This design comes from an exercise in tuning for small area, a short achievable clock period and few clock cycles per item on the open sky130 flow, not from production work. Only simulation tests tie the RTL to the original design; equivalence was not proved. No activity file was given, so power comes from the tool's default toggle rates.

Setup of try-yarrow:
==> flow/design.v (excerpt) <==
module cubroot_add_system (
    input clk_i,
    input rst_i,
    input start_i,
    input [7:0] a_bi,
    input [7:0] b_bi,
    output busy_o,
    output reg [15:0] result
);
    wire        load = start_i & ~rst_i;
    wire [2:0]  cub_result;
    wire [15:0] sum;
    cubroot cub (.x_bi(b_bi), .y_bo(cub_result));
    mult square (.x(a_bi), .c(cub_result), .y(sum));
    always @(posedge clk_i) begin
        if (load)
            result <= sum;
    end
    assign busy_o = 1'b0;
endmodule
For scale: roughly 250 cells after synthesis, about 36 I/O pins, roughly 1700 um^2 of cells after synthesis.
Settings: LEC_CHECK=0, CAP_MARGIN=20, CORE_AREA=2 2 60 60, CTS_BUF_LIST=sky130_fd_sc_hd__clkbuf_4, DIE_AREA=0 0 62 62, SETUP_SLACK_MARGIN=2.2, SLEW_MARGIN=20; clock period 5.0 ns.
standard.sh (not shown) runs the stock make flow with config.mk's settings and CLKGATE_MAP_FILE= SYNTH_SCRIPT=/design/flow/synth_recipe.tcl, a recipe that flattens the netlist after the stock synthesis.
==> flow/flow/run.sh <==
#!/bin/bash
# The standard layout (standard.sh) with three changes:
#  - synthesis leaves full and half adders as plain logic for ABC (no adder
#    cells from ADDER_MAP_FILE),
#  - the final ABC mapping runs flow/abc.script when that file exists,
#  - every port is buffered by sky130_fd_sc_hd__buf_1.
# Each tool's output goes to the ORFS logs under orfs/logs; make's own output
# goes to standard.log here.
set -euo pipefail
here=$(pwd)
export ADDER_MAP_FILE=
export BUFFER_PORTS_ARGS="-buffer_cell sky130_fd_sc_hd__buf_1"
export FLOW_SYNTH_TCL="$here/synth_recipe.tcl"
if [[ -f "$here/flow/abc.script" ]]; then
  export MY_ABC_SCRIPT="$here/flow/abc.script"
  sed "s#SYNTH_SCRIPT=[^ ]*#SYNTH_SCRIPT=$here/flow/synth.tcl#" standard.sh > my_standard.sh
else
  cp standard.sh my_standard.sh
fi
bash my_standard.sh > standard.log 2>&1
==> flow/flow/abc.script <==
strash
dch
map -B 0.4 -G 120
topo
stime -c
buffer -c
upsize -c
dnsize -c
==> flow/flow/synth.tcl <==
# The standard flow's synthesis script (synth_recipe.tcl, unchanged) with the final ABC
# mapping run on MY_ABC_SCRIPT instead of ORFS's abc_speed/abc_area script.
proc abc {args} {
  set i [lsearch -exact $args -script]
  if {$i >= 0} { lset args [expr {$i + 1}] $::env(MY_ABC_SCRIPT) }
  yosys abc {*}$args
}
source $::env(FLOW_SYNTH_TCL)
No stage failed in try-yarrow, and the final checks on the layout all came back clean.
Testbench counts of try-yarrow, summed over its fixed seeds: cycles 2,048, items 2,048.
--- input diff try-yarrow..try-harbor ---
# try-yarrow
export LEC_CHECK = 0
export CAP_MARGIN = 20
export CORE_AREA = 2 2 60 60
export CTS_BUF_LIST = sky130_fd_sc_hd__clkbuf_4
export DIE_AREA = 0 0 62 62
export SETUP_SLACK_MARGIN = 2.2
export SLEW_MARGIN = 20
create_clock -name core_clock -period 5.0 [get_ports {clk_i}]
# try-harbor
export LEC_CHECK = 0
export ABC_AREA = 1
export CAP_MARGIN = 20
export CORE_MARGIN = 2
export CORE_UTILIZATION = 60
export CTS_BUF_LIST = sky130_fd_sc_hd__clkbuf_4
export SETUP_SLACK_MARGIN = 2.4
export SLEW_MARGIN = 20
create_clock -name core_clock -period 5.0 [get_ports {clk_i}]
removed: flow/flow/abc.script
Notes after the runs:
Having completed the whole flow, try-harbor delivered a layout that passed the timing, DRC and antenna checks.
Compared with try-yarrow, met3 wire length in try-harbor increased by more than half.
Compared with try-yarrow, try-harbor shows core region area that has gone down by more than 10%.
On relative contribution of combinational cells to total power, the higher figure sits with try-harbor, not try-yarrow.
Relative to try-yarrow, combinational power has increased by about 10% in try-harbor.
Looking at group drawing the most power, the combinational logic result is from try-harbor; the registers one comes from try-yarrow.
From try-yarrow to try-harbor the numbers moved as follows: total routing resource utilization after global routing saw an increase; number of violations of the max-capacitance limit closely matched the old numbers; final critical delay including setup and external delays shows a reduction of 0.12 ns; total wire length after detailed routing went up by about 1.9%; final HPWL from detailed placement shrank by 4.2%.
Here is what was changed in the inputs of try-pepper compared with try-harbor.
# try-harbor
export LEC_CHECK = 0
export ABC_AREA = 1
export CAP_MARGIN = 20
export CORE_MARGIN = 2
export CORE_UTILIZATION = 60
export CTS_BUF_LIST = sky130_fd_sc_hd__clkbuf_4
export SETUP_SLACK_MARGIN = 2.4
export SLEW_MARGIN = 20
create_clock -name core_clock -period 5.0 [get_ports {clk_i}]
# try-pepper
export LEC_CHECK = 0
export CAP_MARGIN = 20
export CORE_AREA = 2 2 60 60
export CTS_BUF_LIST = sky130_fd_sc_hd__clkbuf_4
export DIE_AREA = 0 0 62 62
export PLACE_DENSITY = 0.5
export SETUP_SLACK_MARGIN = 2.2
export SLEW_MARGIN = 20
create_clock -name core_clock -period 5.0 [get_ports {clk_i}]
==> flow/flow/abc.script (new file) <==
strash
 dch
 map -B 0.3 -G 150
 topo
 stime -c
 buffer -c
 upsize -c
 dnsize -c
--- outcome ---
- Diff try-harbor -> try-pepper: die extent in y saw an increase, fmax saw a decrease, post-layout worst setup margin saw a decrease, non-clock inverter count in the final layout saw a decrease, share of the clock period used by the worst path saw an increase.
- try-pepper: full flow OK, the timing, DRC and antenna checks passed
- Between try-pepper and try-harbor, portion of total power attributed to the clock network is lower for try-harbor, try-pepper comes in above that.
- Detailed-route wire length per cell was lower in the run labelled try-pepper.


Starting RTL as in the previous note.
// cubroot_add_system
module cubroot_add_system (
    input clk_i,
    input rst_i,
    input start_i,
    input [7:0] a_bi,
    input [7:0] b_bi,
    output busy_o,
    output reg [15:0] result
);
    wire        load = start_i & ~rst_i;
    wire [2:0]  cub_result;
    wire [15:0] sum;
    cubroot cub (.x_bi(b_bi), .y_bo(cub_result));
    mult square (.x(a_bi), .c(cub_result), .y(sum));
    always @(posedge clk_i) begin
        if (load)
            result <= sum;
    end
    assign busy_o = 1'b0;
endmodule
clock: 5.0 ns
lec_check: 0
cap_margin: 20
core_area: 2 2 60 60
cts_buf_list: sky130_fd_sc_hd__clkbuf_4
die_area: 0 0 62 62
gpl_routability_driven: 0
place_density: 0.5
setup_slack_margin: 2.2
slew_margin: 20
==> flow/flow/abc.script <==
strash
 dch
 map -B 0.5 -G 120
 topo
 stime -c
 buffer -c
 upsize -c
 dnsize -c
Scripts as last shown in full above: flow/flow/run.sh, flow/flow/synth.tcl
The baseline went through all stages and came out clean.
Testbench counts at the start, summed over its fixed seeds: cycles 2,048, items 2,048.
Next try:
==> flow/flow/abc.script (replaced) <==
strash
dch
map -B 0.5 -G 100
topo
stime -c
buffer -c
upsize -c
dnsize -c
Settings changed: GPL_ROUTABILITY_DRIVEN 0 to not set, PLACE_DENSITY 0.5 to not set.
=> The new run produced a clean layout. Synthesized area climbs by 3.9%. Worst hold slack gains 0.037 ns. Power went up by 0.52%. Count of clock-buffer cells in the layout stays the same. Global-route usage goes down by 1.9 points. Clock power came out lower by 4.2%. Routed wire length drops by 2.6%. Synthesized cell count is unchanged. Final cell count drops by 0.63%. First-iteration DRC count climbs by 16%.
Next try:
==> flow/flow/abc.script (replaced) <==
strash
 dch
 map -D 1600
 topo
 stime -c
 buffer -c
 upsize -D 1600
 dnsize -D 1600
Settings changed: CORE_AREA 2 2 60 60 to not set, CORE_MARGIN set to 2, CORE_UTILIZATION set to 40, CTS_BUF_LIST sky130_fd_sc_hd__clkbuf_4 to not set, DIE_AREA 0 0 62 62 to not set.
Worst hold slack is worse by 0.0068 ns.
Count of clock-buffer cells in the layout is unchanged.
Fmax came out lower by 14%.
Die area came out higher by 11%.
Final area came out higher by 25%.
Synthesized area came out lower by 9.8%.
Sequential power hardly moves.
Non-clock buffer count came out higher by 31.
Next try:
Settings changed: ABC_AREA set to 1, CORE_UTILIZATION 40 to 60, CTS_BUF_LIST set to sky130_fd_sc_hd__clkbuf_4, SETUP_SLACK_MARGIN 2.2 to 2.0.
removed: flow/flow/abc.script
Worst hold slack is worse by 0.012 ns.
Clock power fell by 32%.
Sequential power stays flat.
Worst setup slack gains 0.24 ns.
Global-route usage rises by 2.1 points.


P:
cubroot_add_system again, from the RTL that the note above started with.
==> flow/config.mk <==
export PLATFORM = sky130hd
export DESIGN_NAME = cubroot_add_system
export DESIGN_NICKNAME = cubroot_add_system
export VERILOG_FILES = /design/flow/design.v
export SDC_FILE = /design/flow/constraint.sdc
export NUM_CORES = 4
export LEC_CHECK = 0
export CAP_MARGIN = 20
export CORE_AREA = 2 2 60 60
export CTS_BUF_LIST = sky130_fd_sc_hd__clkbuf_4
export DIE_AREA = 0 0 62 62
export PLACE_DENSITY = 0.5
export SETUP_SLACK_MARGIN = 2.1
export SLEW_MARGIN = 20
==> flow/constraint.sdc <==
create_clock -name core_clock -period 5.0 [get_ports {clk_i}]
set_input_delay 1.0000 -clock core_clock [delete_from_list [all_inputs] [get_ports {clk_i}]]
set_output_delay 1.0000 -clock core_clock [all_outputs]
set_load 0.01 [all_outputs]
==> flow/flow/abc.script <==
strash
 dch
 map -B 0.5 -G 120
 topo
 stime -c
 buffer -c
 upsize -c
 dnsize -c
Scripts as last shown in full above: flow/flow/run.sh, flow/flow/synth.tcl
Testbench counts of P, summed over its fixed seeds: cycles 2,048, items 2,048.
Inputs modified between P and Q:
Settings: putting GPL_TIMING_DRIVEN at 0 where nothing was set; swapping 2.1 for 2.2 in SETUP_SLACK_MARGIN.
## What came out
- In Q the number of buffer cells added on primary ports turned out 3 lower than in P.
- Compared with P, the detailed router inserted more vias in Q.
- Highest clock frequency the design can meet: P and Q compared, lower one is Q
- On via count of the first global-routing pass, the higher figure sits with P, not Q.
- Portion of the clock cycle consumed by the worst path in the final layout sits higher in Q than in P.
- Between P and Q, the flow reports non-filler instance count after layout increasing by a few percent.
- Q does worse than P on setup slack.
- Cmp P and Q / post-DP HPWL / lower: Q
- For P, the critical path startpoint was a_bi[2], unlike Q, where it was a_bi[0].
The following lists how R was set up differently from Q:
Settings: GPL_TIMING_DRIVEN removed (was 0).
==> flow/flow/abc.script <==
strash
dch
map -B 0.5 -G 120
topo
stime -c
upsize -c
dnsize -c
Results
- Final area | R below Q
- In the metrics for Q and R, the one carrying the higher critical path depth is R.
- Reported clock group power for R is lower than for Q.
- Summary of R over Q: number of vias in the routed layout dropped 7.4%; final critical delay including setup and external delays dropped 0.015 ns.
- Routability-driven placement congestion ratio of R exceeds that of Q by a few percent.
- As of R, synthesized area had risen slightly compared to Q.
- R vs Q — share of the final layout cell area in sequential cells rose 2.2 points.
- R reports a lower global-route usage over all layers than Q does.
- Against Q, R reports a post-route total power that is lower.
--- input diff R..S ---
Settings: PLACE_DENSITY no longer set, was 0.5.
==> flow/flow/abc.script <==
strash
 dch
 map -B 0.5 -G 120
 topo
 stime -c
 buffer -c
 upsize -c
 dnsize -c
==> comparison <==
R | stages: all done | timing, DRC, antenna: all pass
S has completed all stages; timing, DRC and antenna checks passed.
Going from R to S, total power after layout now smaller, routed wire length lost 41 µm, signed area change from the synthesized netlist to the final layout saw a decrease, clock network power share dropped 0.2 points.
Cell area (S vs. R) decreases by a few percent
The inputs of T differ from those of S as listed below.
Settings: SETUP_SLACK_MARGIN now 2.3, was 2.2.
## What came out
Hold slack for T is lower than for S.
Compared with S, T shows a data arrival time of the critical path that is 0.09 ns lower.
The design area in T was higher than what S gave.
T finished every stage and its layout cleared the timing, DRC and antenna checks.


run A:
Starting RTL as in the previous note.
clock: 5.0 ns
lec_check: 0
abc_area: 1
cap_margin: 20
core_area: 2 2 60 60
cts_buf_list: sky130_fd_sc_hd__clkbuf_4
die_area: 0 0 62 62
setup_slack_margin: 2.2
slew_margin: 20
Scripts as last shown in full above: flow/flow/run.sh, flow/flow/synth.tcl
Testbench counts of run A, summed over its fixed seeds: cycles 2,048, items 2,048.
--- input diff run A..run B ---
diff --git a/flow/config.mk b/flow/config.mk
--- a/flow/config.mk
+++ b/flow/config.mk
@@ -14 +14,2 @@
 export SLEW_MARGIN = 20
+export TNS_END_PERCENT = 0
Results
- Comparing run B against run A, there is no change at all in final cell count.
- Run B and run A ended up with nearly the same vias after detailed routing.
- Diff run A..run B | area of placed instances | unchanged
#### Input delta (run C over run B)
diff --git a/flow/config.mk b/flow/config.mk
--- a/flow/config.mk
+++ b/flow/config.mk
@@ -9,7 +9,5 @@
 export CAP_MARGIN = 20
-export CORE_AREA = 2 2 60 60
-export CTS_BUF_LIST = sky130_fd_sc_hd__clkbuf_4
-export DIE_AREA = 0 0 62 62
+export CORE_MARGIN = 2
+export CORE_UTILIZATION = 40
 export SETUP_SLACK_MARGIN = 2.2
 export SLEW_MARGIN = 20
-export TNS_END_PERCENT = 0
==> comparison <==
Placed instance area: run B vs run C — no meaningful difference
Run C finished every step from synthesis to the final layout, and the layout passed the timing, DRC and antenna checks.
Lower signed area change from the synthesized netlist to the final layout was reported by run B, not run C.
Changes observed in run C relative to run B: synthesized-area fraction occupied by and/or/nand/nor cells neither gained nor lost much; wire length of the first global-routing pass picked up an extra 7.8%; estimated wirelength of the detail-placed design lost 1.4%.
Launching instance or port of the critical path: a_bi[0] -> run C, a_bi[2] -> run B


== the baseline ==
Another version of the RTL of cubroot_add_system (not shown whole).
Size in the first run: about 300 cells after synthesis, about 36 I/O pins, roughly 0.0019 sq mm of cells after synthesis.
==> flow/config.mk <==
export PLATFORM = sky130hd
export DESIGN_NAME = cubroot_add_system
export DESIGN_NICKNAME = cubroot_add_system
export VERILOG_FILES = /design/flow/design.v
export SDC_FILE = /design/flow/constraint.sdc
export NUM_CORES = 4
export LEC_CHECK = 0
export ABC_AREA = 1
export CAP_MARGIN = 20
export CORE_MARGIN = 2
export CORE_UTILIZATION = 40
export SETUP_SLACK_MARGIN = 2.6
export SLEW_MARGIN = 20
==> flow/constraint.sdc <==
create_clock -name core_clock -period 5.0 [get_ports {clk_i}]
set_input_delay 1.0000 -clock core_clock [delete_from_list [all_inputs] [get_ports {clk_i}]]
set_output_delay 1.0000 -clock core_clock [all_outputs]
set_load 0.01 [all_outputs]
==> flow/flow/run.sh <==
#!/bin/bash
# The standard layout with two changes: synthesis leaves full and half adders
# as plain logic for ABC (no adder cells), and every port is buffered by
# sky130_fd_sc_hd__buf_1.
set -euo pipefail
export ADDER_MAP_FILE=
export BUFFER_PORTS_ARGS="-buffer_cell sky130_fd_sc_hd__buf_1"
bash standard.sh > standard.log 2>&1
The baseline: all stages complete, timing, DRC and antenna checks passed
Testbench counts of the baseline, summed over its fixed seeds: cycles 2,048, items 2,048.
#### Input delta (the candidate over the baseline)
diff --git a/flow/config.mk b/flow/config.mk
--- a/flow/config.mk
+++ b/flow/config.mk
@@ -10,4 +10,4 @@
 export CORE_MARGIN = 2
 export CORE_UTILIZATION = 40
-export SETUP_SLACK_MARGIN = 2.6
+export SETUP_SLACK_MARGIN = 1.5
 export SLEW_MARGIN = 20
Results
The candidate vs the baseline, timing endpoint of the critical path: result[15]$_DFFE_PP_ vs result[12]$_DFFE_PP_
Taking the baseline over the candidate, the via count ratio works out to 1.10.
Diff the baseline -> the candidate: post-layout minimum cycle time saw an increase; global-route usage went down 0.51 points; HPWL after detailed placement went up by 2.6%; internal power of the cells has decreased.


== lane 1 ==
The RTL this note starts from:
==> flow/design.v <==
module mult (
    input  [7:0]  x,
    input  [2:0]  c,
    output [15:0] y
);
    wire t1 = x[0] & x[2];
    wire t2 = x[1] & (x[0] | c[2]);
    wire t3 = x[0] & x[3];
    wire t4 = x[2] & ~x[1];
    wire t5 = x[0] & x[4];
    wire t6 = x[1] & x[3];
    wire t7 = x[1] & x[2];
    wire t8 = x[0] & x[5];
    wire t9 = x[1] & x[4];
    wire t10 = x[3] & ~x[2];
    wire t11 = x[0] & x[6];
    wire t12 = x[1] & x[5];
    wire t13 = x[2] & x[4];
    wire t14 = x[2] & x[3];
    wire t15 = x[0] & x[7];
    wire t16 = x[1] & x[6];
    wire t17 = x[2] & x[5];
    wire t18 = x[4] & ~x[3];
    wire t19 = x[1] & x[7];
    wire t20 = x[2] & x[6];
    wire t21 = x[3] & x[5];
    wire t22 = x[3] & x[4];
    wire t23 = x[2] & x[7];
    wire t24 = x[3] & x[6];
    wire t25 = x[5] & ~x[4];
    wire t26 = x[3] & x[7];
    wire t27 = x[4] & x[6];
    wire t28 = x[4] & x[5];
    wire t29 = x[4] & x[7];
    wire t30 = x[6] & ~x[5];
    wire t31 = x[5] & x[7];
    wire t32 = x[5] & x[6];
    wire t33 = x[7] & ~x[6];
    wire t34 = x[6] & x[7];
    wire t35 = t11 ^ t12;
    wire t36 = t11 & t12;
    wire t37 = t15 ^ t16;
    wire t38 = t37 ^ t17;
    wire t39 = t37 ? t17 : t15;
    wire t40 = t19 ^ t20;
    wire t41 = t40 ^ t21;
    wire t42 = t40 ? t21 : t19;
    wire t43 = t23 ^ t24;
    wire t44 = t23 & t24;
    wire t45 = t26 ^ t27;
    wire t46 = t26 & t27;
    wire t47 = t5 ^ t6;
    wire t48 = t5 & t6;
    wire t49 = t8 ^ t9;
    wire t50 = t49 ^ t10;
    wire t51 = t49 ? t10 : t8;
    wire t52 = t35 ^ t13;
    wire t53 = t52 ^ t14;
    wire t54 = t52 ? t14 : t35;
    wire t55 = t38 ^ t18;
    wire t56 = t55 ^ t36;
    wire t57 = t55 ? t36 : t38;
    wire t58 = t41 ^ t22;
    wire t59 = t58 ^ t39;
    wire t60 = t58 ? t39 : t41;
    wire t61 = t43 ^ t25;
    wire t62 = t61 ^ t42;
    wire t63 = t61 ? t42 : t43;
    wire t64 = t45 ^ t28;
    wire t65 = t64 ^ t44;
    wire t66 = t64 ? t44 : t45;
    wire t67 = t29 ^ t30;
    wire t68 = t67 ^ t46;
    wire t69 = t67 ? t46 : t29;
    wire t70 = t31 ^ t32;
    wire t71 = t31 & t32;
    wire t72 = t1 & t2;
    wire t73 = t3 & t4;
    wire t74 = t47 & t7;
    wire t75 = t50 & t48;
    wire t76 = t53 & t51;
    wire t77 = t56 & t54;
    wire t78 = t59 & t57;
    wire t79 = t62 & t60;
    wire t80 = t65 & t63;
    wire t81 = t68 & t66;
    wire t82 = t70 & t69;
    wire t83 = t33 & t71;
    wire t84 = t34 & 1'b0;
    wire t85 = t1 ^ t2;
    wire t86 = t3 ^ t4;
    wire t87 = t47 ^ t7;
    wire t88 = t50 ^ t48;
    wire t89 = t53 ^ t51;
    wire t90 = t56 ^ t54;
    wire t91 = t59 ^ t57;
    wire t92 = t62 ^ t60;
    wire t93 = t65 ^ t63;
    wire t94 = t68 ^ t66;
    wire t95 = t70 ^ t69;
    wire t96 = t33 ^ t71;
    wire t97 = t34 ^ 1'b0;
    wire t98 = t73 | (t86 & t72);
    wire t99 = t86 & t85;
    wire t100 = t75 | (t88 & t74);
    wire t101 = t88 & t87;
    wire t102 = t77 | (t90 & t76);
    wire t103 = t90 & t89;
    wire t104 = t79 | (t92 & t78);
    wire t105 = t92 & t91;
    wire t106 = t81 | (t94 & t80);
    wire t107 = t94 & t93;
    wire t108 = t83 | (t96 & t82);
    wire t109 = t96 & t95;
    wire t110 = t100 | (t101 & t98);
    wire t111 = t101 & t99;
    wire t112 = t104 | (t105 & t102);
    wire t113 = t105 & t103;
    wire t114 = t108 | (t109 & t106);
    wire t115 = t109 & t107;
    wire t116 = t112 | (t113 & t110);
    wire t117 = t113 & t111;
    wire t118 = t114 | (t115 & t116);
    wire t119 = t115 & t117;
    wire t120 = t102 | (t103 & t110);
    wire t121 = t103 & t111;
    wire t122 = t106 | (t107 & t116);
    wire t123 = t107 & t117;
    wire t124 = t74 | (t87 & t98);
    wire t125 = t87 & t99;
    wire t126 = t76 | (t89 & t110);
    wire t127 = t89 & t111;
    wire t128 = t78 | (t91 & t120);
    wire t129 = t91 & t121;
    wire t130 = t80 | (t93 & t116);
    wire t131 = t93 & t117;
    wire t132 = t82 | (t95 & t122);
    wire t133 = t95 & t123;
    wire t134 = t84 | (t97 & t118);
    wire t135 = t97 & t119;
    wire t136 = t86 ^ t72;
    wire t137 = t87 ^ t98;
    wire t138 = t88 ^ t124;
    wire t139 = t89 ^ t110;
    wire t140 = t90 ^ t126;
    wire t141 = t91 ^ t120;
    wire t142 = t92 ^ t128;
    wire t143 = t93 ^ t116;
    wire t144 = t94 ^ t130;
    wire t145 = t95 ^ t122;
    wire t146 = t96 ^ t132;
    wire t147 = t97 ^ t118;
    wire [2:0] lo = {x[1] & ~x[0], 1'b0, x[0]} + c;
    assign y = {t147, t146, t145, t144, t143, t142, t141, t140, t139, t138, t137, t136, t85, lo};
endmodule
module cubroot (
    input  [7:0] x_bi,
    output [2:0] y_bo
);
    wire [7:0] x = x_bi;
    wire ge1   = |x;
    wire ge8   = |x[7:3];
    wire ge27  = |x[7:5] | (x[4] & x[3] & (x[2] | (x[1] & x[0])));
    wire ge64  = x[7] | x[6];
    wire ge125 = x[7] | (x[6] & x[5] & x[4] & x[3] & x[2] & (x[1] | x[0]));
    wire ge216 = x[7] & x[6] & (x[5] | (x[4] & x[3]));
    assign y_bo[2] = ge64;
    assign y_bo[1] = (ge8 & ~ge64) | ge216;
    assign y_bo[0] = (ge1 & ~ge8) | (ge27 & ~ge64) | (ge125 & ~ge216);
endmodule
module cubroot_add_system (
    input clk_i,
    input rst_i,
    input start_i,
    input [7:0] a_bi,
    input [7:0] b_bi,
    output busy_o,
    output reg [15:0] result
);
    wire        load = start_i & ~rst_i;
    wire [2:0]  cub_result;
    wire [15:0] sum;
    cubroot cub (.x_bi(b_bi), .y_bo(cub_result));
    mult square (.x(a_bi), .c(cub_result), .y(sum));
    always @(posedge clk_i) begin
        if (load)
            result <= sum;
    end
    assign busy_o = 1'b0;
endmodule
==> flow/config.mk <==
export PLATFORM = sky130hd
export DESIGN_NAME = cubroot_add_system
export DESIGN_NICKNAME = cubroot_add_system
export VERILOG_FILES = /design/flow/design.v
export SDC_FILE = /design/flow/constraint.sdc
export NUM_CORES = 4
export LEC_CHECK = 0
export CAP_MARGIN = 20
export CORE_AREA = 2 2 60 60
export CTS_BUF_LIST = sky130_fd_sc_hd__clkbuf_2
export DIE_AREA = 0 0 62 62
export SETUP_SLACK_MARGIN = 2.2
export SLEW_MARGIN = 20
==> flow/constraint.sdc <==
create_clock -name core_clock -period 5.0 [get_ports {clk_i}]
set_input_delay 1.0000 -clock core_clock [delete_from_list [all_inputs] [get_ports {clk_i}]]
set_output_delay 1.0000 -clock core_clock [all_outputs]
set_load 0.01 [all_outputs]
==> flow/flow/run.sh <==
#!/bin/bash
# The standard layout (standard.sh) with three changes:
#  - synthesis leaves full and half adders as plain logic for ABC (no adder
#    cells from ADDER_MAP_FILE),
#  - the final ABC mapping runs flow/abc.script when that file exists,
#  - every port is buffered by sky130_fd_sc_hd__buf_1.
# Each tool's output goes to the ORFS logs under orfs/logs; make's own output
# goes to standard.log here.
set -euo pipefail
here=$(pwd)
export ADDER_MAP_FILE=
export BUFFER_PORTS_ARGS="-buffer_cell sky130_fd_sc_hd__buf_1"
export FLOW_SYNTH_TCL="$here/synth_recipe.tcl"
if [[ -f "$here/flow/abc.script" ]]; then
  export MY_ABC_SCRIPT="$here/flow/abc.script"
  sed "s#SYNTH_SCRIPT=[^ ]*#SYNTH_SCRIPT=$here/flow/synth.tcl#" standard.sh > my_standard.sh
else
  cp standard.sh my_standard.sh
fi
bash my_standard.sh > standard.log 2>&1
==> flow/flow/abc.script <==
strash
 dch
 map -B 0.5 -G 120
 topo
 stime -c
 buffer -c
 upsize -c
 dnsize -c
Scripts as last shown in full above: flow/flow/synth.tcl
Testbench counts of lane 1, summed over its fixed seeds: cycles 2,048, items 2,048.
Changes in lane 2 relative to lane 1:
- PLACE_DENSITY newly set to 0.5
- CTS_BUF_LIST changed from sky130_fd_sc_hd__clkbuf_2 to sky130_fd_sc_hd__clkbuf_4
==> flow/flow/abc.script <==
strash
dch
map -B 0.5 -G 120
topo
stime -c
Results
- Compared to lane 1, lane 2 shows a wider setup margin.
- After detailed routing, lane 1 needs less wire than lane 2.
- Looking at the reports, lane 2 completed the entire flow and the layout it produced met the timing, DRC and antenna checks.
- Looking at share of cell area taken by flip-flops and latches, lane 2 sits 2.3 points lower than lane 1 does.
[inputs] lane 3 vs lane 2
- changing PLACE_DENSITY from 0.5 to 0.8
==> flow/flow/abc.script <==
strash
 dch
 map -B 0.5 -G 120
 topo
 stime -c
 buffer -c
 upsize -c
 dnsize -c
==> comparison <==
Compared with lane 2, in lane 3 number of clock buffers inserted by TritonCTS stayed essentially flat, global-route wire length before repair rose by about 0.4%. Going from lane 2 to lane 3, summed instance area of the synthesized netlist moved up; share of the clock period used by the worst path moved up; post-route minimum period moved up. Lane 3 has sequential share of layout area above what lane 2 had. Lane 3 vs lane 2, part of the Yosys area used for sequential elements went down by 2.2 points. Of lane 2 and lane 3, the higher xor-xnor portion of the synthesized cell area belongs to lane 2. Cell count shrinks slightly when moving from lane 2 to lane 3. met3 layer wire length in the routed design of lane 3 exceeds that of lane 2 by more than half. Wire: lane 3 routes less than lane 2.
What lane 4 does differently from lane 3 at the input level:
- PLACE_DENSITY no longer set, was 0.8
==> flow/flow/abc.script <==
strash
 dch
 map -B 0.5 -G 150
 topo
 stime -c
 buffer -c
 upsize -c
 dnsize -c
Notes after the runs:
Lane 4 ended with every stage complete and zero timing, DRC or antenna violations.
Post-synthesis instance total for lane 4 is higher than for lane 3.
Looking at end of the critical path, the result[13] result is from lane 3; the result[14] one comes from lane 4.
Per the comparison of lane 4 with lane 3, fraction of standard cell area in multi-input logic grew by 0.34 points, summed instance area of the synthesized netlist about even.
diff inputs: lane 4 => lane 5
- CTS_CLUSTER_SIZE now 32, previously not set
- CTS_CLUSTER_DIAMETER now 200, previously not set
==> flow/flow/abc.script <==
strash
 dch
 map -B 0.5 -G 120
 topo
 stime -c
 buffer -c
 upsize -c
 dnsize -c
[summary]
Lane 5 completed every stage of the flow, and the final layout passed the timing, DRC and antenna checks. Compared lane 5 vs lane 4, and proportion of cell area spent on the clock network is down in lane 5. Lane 5 -> lane 4: cell area after placement flat. Lane 5 against lane 4: cell internal power dissipation dropped 2.1%, final routed wirelength across all metal layers dropped about 3%.

[what the ideal ports hide]
In the flow no input, the clock included, has a driving cell. The finished layouts below were timed again as built, in two steps. Step 1, drivers: a clkbuf_16 drives clk_i and a buf_2 each remaining input, both assumed. Step 2 also shifts input and output timing later by t, the mid clock arrival at the registers, as if the neighbouring blocks saw the same clock. Three values: no drivers, after step 1, after step 2; two values: the first two.
| run | t (ns) | slack for setup (ns) | worst setup path at the end | latest minus earliest clock arrival (ns) | slew at the worst register clock pin (ns) |
|---|---|---|---|---|---|
| try-yarrow | 0.289 | 2.395 / 2.391 / 2.102 | input to register | 0.002 / 0.002 | 0.08 / 0.08 |
| try-harbor | 0.291 | 2.516 / 2.511 / 2.220 | input to register | 0.004 / 0.004 | 0.08 / 0.08 |
| try-pepper | 0.289 | 2.437 / 2.434 / 2.145 | input to register | 0.008 / 0.008 | 0.09 / 0.09 |
| the first run of note 2 | 0.295 | 2.465 / 2.466 / 2.171 | input to register | 0.002 / 0.002 | 0.08 / 0.08 |
| the second run of note 2 | 0.292 | 2.449 / 2.451 / 2.159 | input to register | 0.006 / 0.006 | 0.08 / 0.08 |
| the third run of note 2 | 0.271 | 2.036 / 2.003 / 1.732 | input to register | 0.004 / 0.004 | 0.06 / 0.06 |
| the fourth run of note 2 | 0.303 | 2.276 / 2.274 / 1.970 | input to register | 0.002 / 0.001 | 0.08 / 0.08 |
| P | 0.293 | 2.377 / 2.375 / 2.082 | input to register | 0.002 / 0.001 | 0.08 / 0.08 |
| Q | 0.289 | 2.354 / 2.350 / 2.061 | input to register | 0.001 / 0.001 | 0.08 / 0.08 |
| R | 0.286 | 2.369 / 2.370 / 2.084 | input to register | 0.007 / 0.007 | 0.08 / 0.08 |
| S | 0.281 | 2.404 / 2.403 / 2.121 | input to register | 0.003 / 0.003 | 0.08 / 0.08 |
| T | 0.281 | 2.476 / 2.474 / 2.193 | input to register | 0.003 / 0.003 | 0.08 / 0.08 |
| run A | 0.304 | 2.421 / 2.422 / 2.117 | input to register | 0.007 / 0.007 | 0.09 / 0.09 |
| run B | 0.304 | 2.421 / 2.422 / 2.117 | input to register | 0.007 / 0.007 | 0.09 / 0.09 |
| run C | 0.270 | 2.426 / 2.425 / 2.156 | input to register | 0.001 / 0.001 | 0.06 / 0.06 |
| the baseline | 0.265 | 2.604 / 2.523 / 2.258 | input to register | 0.002 / 0.003 | 0.06 / 0.06 |
| the candidate | 0.265 | 2.209 / 2.210 / 1.946 | input to register | 0.001 / 0.001 | 0.05 / 0.05 |
| lane 1 | 0.275 | 2.403 / 2.401 / 2.127 | input to register | 0.005 / 0.005 | 0.12 / 0.12 |
| lane 2 | 0.292 | 2.414 / 2.409 / 2.117 | input to register | 0.004 / 0.004 | 0.08 / 0.08 |
| lane 3 | 0.297 | 2.386 / 2.386 / 2.089 | input to register | 0.001 / 0.002 | 0.08 / 0.08 |
| lane 4 | 0.294 | 2.418 / 2.417 / 2.123 | input to register | 0.004 / 0.004 | 0.09 / 0.09 |
| lane 5 | 0.281 | 2.404 / 2.403 / 2.121 | input to register | 0.003 / 0.003 | 0.08 / 0.08 |
After both steps every run listed still meets setup and hold. For the baseline, which loses most, drivers alone change the setup slack by -0.081 ns; drivers and shift together by -0.346 ns.
